This design comes from an exercise in tuning for small area, a short achievable clock period and few clock cycles per item on the open sky130 flow, not from production work.

==> violet: inputs <==
Design xtea_top, start of the top module:
module xtea_top(
    input clock, reset, cfg, start,
    input[127:0] data_i, key,
    output busy, ready,
    output[127:0] data_o
);
==> module xtea_top, before the edit <==
module xtea_top(
    input clock, reset, cfg, start,
    input[127:0] data_i, key,
    output busy, ready,
    output[127:0] data_o
);
localparam [31:0] DELTA = 32'h9E3779B9;
reg        busy_r, ready_r;
reg        dec;
reg [6:0]  cnt;
reg [31:0] a0, b0, a1, b1;
reg [127:0] k;
reg [31:0] s;     
reg [31:0] skr;   
always @(posedge clock, posedge reset)
begin
    if(reset) begin
        busy_r  <= 1'b0;
        ready_r <= 1'b0;
    end
    else begin
        busy_r  <= busy_r ? !ready_r : start;
        ready_r <= busy_r && !ready_r && (cnt == 7'd64);
    end
end
assign busy  = busy_r;
assign ready = ready_r;
wire swp = dec ? (cnt == 7'd0) : (cnt == 7'd64);
wire [1:0]  idx = cnt[0] ? s[1:0] : s[12:11];
wire [31:0] kx  = (idx == 2'd0) ? k[ 31: 0] :
                  (idx == 2'd1) ? k[ 63:32] :
                  (idx == 2'd2) ? k[ 95:64] : k[127:96];
wire [31:0] sk_next = (s + kx) ^ {32{dec}};
wire        s_upd = cnt[0] ^ dec;
function [31:0] mix(input [31:0] v);
    mix = ((v << 4) ^ (v >> 5)) + v;
endfunction
wire [31:0] n0 = a0 + (mix(b0) ^ skr) + {31'd0, dec};
wire [31:0] n1 = a1 + (mix(b1) ^ skr) + {31'd0, dec};
always @(posedge clock)
begin
    if(!busy_r) begin
        a0  <= data_i[ 31: 0];
        b0  <= data_i[ 63:32];
        a1  <= data_i[ 95:64];
        b1  <= data_i[127:96];
        k   <= key;
        dec <= !cfg;
        cnt <= 7'd0;
        s   <= cfg ? DELTA : 32'hC6EF3720;
        skr <= key[31:0];
    end
    else begin
        a0  <= b0;
        a1  <= b1;
        b0  <= swp ? a0 : n0;
        b1  <= swp ? a1 : n1;
        cnt <= cnt + 7'd1;
        skr <= sk_next;
        if(s_upd)
            s <= dec ? s - DELTA : s + DELTA;
    end
end
assign data_o = {a1, b1, a0, b0};
endmodule
make LEC_CHECK=0 CAP_MARGIN=20 CORE_MARGIN=2 CORE_UTILIZATION=40 SLEW_MARGIN=20 finish   # period 10.0 ns
run.sh (not shown) runs the stock make flow with config.mk's settings and CLKGATE_MAP_FILE= SYNTH_SCRIPT=/design/flow/synth_recipe.tcl, a recipe that flattens the netlist after the stock synthesis.
==> inputs of harbor, as changes to violet <==
--- a/flow/design.v
+++ b/flow/design.v
@@ -14,2 +14,3 @@
 reg [31:0] skr;   
+reg [1:0]  idx;   
 always @(posedge clock, posedge reset)
@@ -27,4 +28,4 @@
 assign ready = ready_r;
-wire swp = dec ? (cnt == 7'd0) : (cnt == 7'd64);
-wire [1:0]  idx = cnt[0] ? s[1:0] : s[12:11];
+reg swp;
+wire run = !swp;
 wire [31:0] kx  = (idx == 2'd0) ? k[ 31: 0] :
@@ -34,2 +35,4 @@
 wire        s_upd = cnt[0] ^ dec;
+wire [12:0] s_nx  = !s_upd ? s[12:0] : dec ? s[12:0] - DELTA[12:0] : s[12:0] + DELTA[12:0];
+wire [1:0]  idx_next = cnt[0] ? s_nx[12:11] : s_nx[1:0];
 function [31:0] mix(input [31:0] v);
@@ -37,4 +40,4 @@
 endfunction
-wire [31:0] n0 = a0 + (mix(b0) ^ skr) + {31'd0, dec};
-wire [31:0] n1 = a1 + (mix(b1) ^ skr) + {31'd0, dec};
+wire [31:0] n0 = a0 + ((mix(b0) ^ skr) & {32{run}}) + {31'd0, dec & run};
+wire [31:0] n1 = a1 + ((mix(b1) ^ skr) & {32{run}}) + {31'd0, dec & run};
 always @(posedge clock)
@@ -51,2 +54,4 @@
         skr <= key[31:0];
+        idx <= {1'b1, cfg};
+        swp <= !cfg;
     end
@@ -55,6 +60,8 @@
         a1  <= b1;
-        b0  <= swp ? a0 : n0;
-        b1  <= swp ? a1 : n1;
+        b0  <= n0;
+        b1  <= n1;
+        swp <= !dec && (cnt == 7'd63);
         cnt <= cnt + 7'd1;
         skr <= sk_next;
+        idx <= idx_next;
         if(s_upd)
==> flow/flow/run.sh (new file) <==
#!/bin/bash
# Standard layout, except that the port buffers are the smallest buffer and
# timing repair aims well below the clock period.
set -euo pipefail
export BUFFER_PORTS_ARGS="-buffer_cell sky130_fd_sc_hd__buf_1"
bash standard.sh SETUP_SLACK_MARGIN=6.5 finish > standard.log 2>&1
==> flow/standard.sh (new file) <==
#!/bin/bash
# synth_recipe.tcl (not shown) runs the flow's synth.tcl, then flattens the netlist and writes it again
# the make line also repeats each setting of config.mk as NAME=value (left out here)
make -C /OpenROAD-flow-scripts/flow DESIGN_CONFIG=/design/flow/config.mk WORK_HOME=/design/flow/orfs CLKGATE_MAP_FILE= SYNTH_SCRIPT=/design/flow/synth_recipe.tcl "${@:-finish}"
Settings changed: CORE_UTILIZATION 40 to 60.
removed: flow/run.sh
==> inputs of garnet, as changes to violet <==
--- a/flow/design.v
+++ b/flow/design.v
@@ -14,2 +14,3 @@
 reg [31:0] skr;   
+reg [1:0]  idx;   
 always @(posedge clock, posedge reset)
@@ -28,3 +29,2 @@
 wire swp = dec ? (cnt == 7'd0) : (cnt == 7'd64);
-wire [1:0]  idx = cnt[0] ? s[1:0] : s[12:11];
 wire [31:0] kx  = (idx == 2'd0) ? k[ 31: 0] :
@@ -34,2 +34,4 @@
 wire        s_upd = cnt[0] ^ dec;
+wire [12:0] s_nx  = !s_upd ? s[12:0] : dec ? s[12:0] - DELTA[12:0] : s[12:0] + DELTA[12:0];
+wire [1:0]  idx_next = cnt[0] ? s_nx[12:11] : s_nx[1:0];
 function [31:0] mix(input [31:0] v);
@@ -51,2 +53,3 @@
         skr <= key[31:0];
+        idx <= {1'b1, cfg};
     end
@@ -59,2 +62,3 @@
         skr <= sk_next;
+        idx <= idx_next;
         if(s_upd)
==> flow/flow/run.sh (new file) <==
#!/bin/bash
# Standard layout, except that the port buffers are the smallest buffer.
set -euo pipefail
export BUFFER_PORTS_ARGS="-buffer_cell sky130_fd_sc_hd__buf_1"
bash standard.sh > standard.log 2>&1
==> flow/standard.sh (new file) <==
#!/bin/bash
# synth_recipe.tcl (not shown) runs the flow's synth.tcl, then flattens the netlist and writes it again
# the make line also repeats each setting of config.mk as NAME=value (left out here)
make -C /OpenROAD-flow-scripts/flow DESIGN_CONFIG=/design/flow/config.mk WORK_HOME=/design/flow/orfs CLKGATE_MAP_FILE= SYNTH_SCRIPT=/design/flow/synth_recipe.tcl "${@:-finish}"
Settings changed: CORE_UTILIZATION 40 to 70.
removed: flow/run.sh
==> comparison table <==
Detail Route met3 WL: harbor 3.85 mm; violet 3.57 mm; garnet 5.76 mm
Tapcells inserted: harbor 461; violet 748; garnet 396
CP max stage delay: harbor 0.58 ns; violet 0.79 ns; garnet 0.66 ns
Area fraction of the dominant cell type after synthesis: harbor 22.5%; violet 21.8%; garnet 22.0%
Clock insertion delay at the later pin of the skew report: harbor 0.58 ns; violet 0.59 ns; garnet 0.54 ns
Fin crit period: harbor 5.26 ns; violet 5.77 ns; garnet 5.82 ns
Placement Setup Slack: harbor 4.52 ns; violet 4.24 ns; garnet 4.32 ns
Area taken by multi-input logic gates: harbor 0.0144 mm²; violet 0.0135 mm²; garnet 0.0132 mm²
Unrepaired setup endpoints after global routing: harbor true; violet false; garnet false
Status: harbor timing/DRC/antenna clean; violet timing/DRC/antenna clean; garnet timing/DRC/antenna clean
TritonCTS sink count: harbor 333; violet 330; garnet 332
Number of vias per cell: harbor 6.01; violet 5.40; garnet 6.37
Reg2reg setup slack: harbor 4.74 ns; violet 4.23 ns; garnet 4.18 ns
Cells after synthesis: harbor 2055; violet 2233; garnet 2230
DR top layer: harbor met4; violet met4; garnet met5
Number of inserted filler cells in the final layout: harbor 2354; violet 5050; garnet 1927
Post-CTS Resized: harbor 184; violet 0; garnet 0
Multi-input logic portion of the cell area: harbor 52.1%; violet 48.0%; garnet 53.0%
Function was not checked in any run of this note: the RTL went through the layout flow alone.

==> afterwards: timing with drivers on the ports <==
The results above use ideal ports. As a check the final layouts listed here were re-extracted and re-timed, cells and wires unchanged. Step 1: set_driving_cell puts a clkbuf_16 on clock and a buf_2 on each other input, an assumption about the parent block. Step 2, shift: input delay + t, output delay - t, t = (earliest + latest rising clock arrival at the registers) / 2. This alone moves slack from input paths to output paths. a / b / c = ideal / step 1 / step 2; a / b = the first two.
run	t, ns	setup WS [ns]	hold slack, ns
violet	0.626	4.232 / 4.232 / 4.232	0.507 / 0.507 / 0.507
harbor	0.623	4.742 / 4.742 / 4.742	0.490 / 0.490 / 0.490
garnet	0.582	4.181 / 4.181 / 4.181	0.499 / 0.499 / 0.499
After both steps every run listed still meets setup and hold.
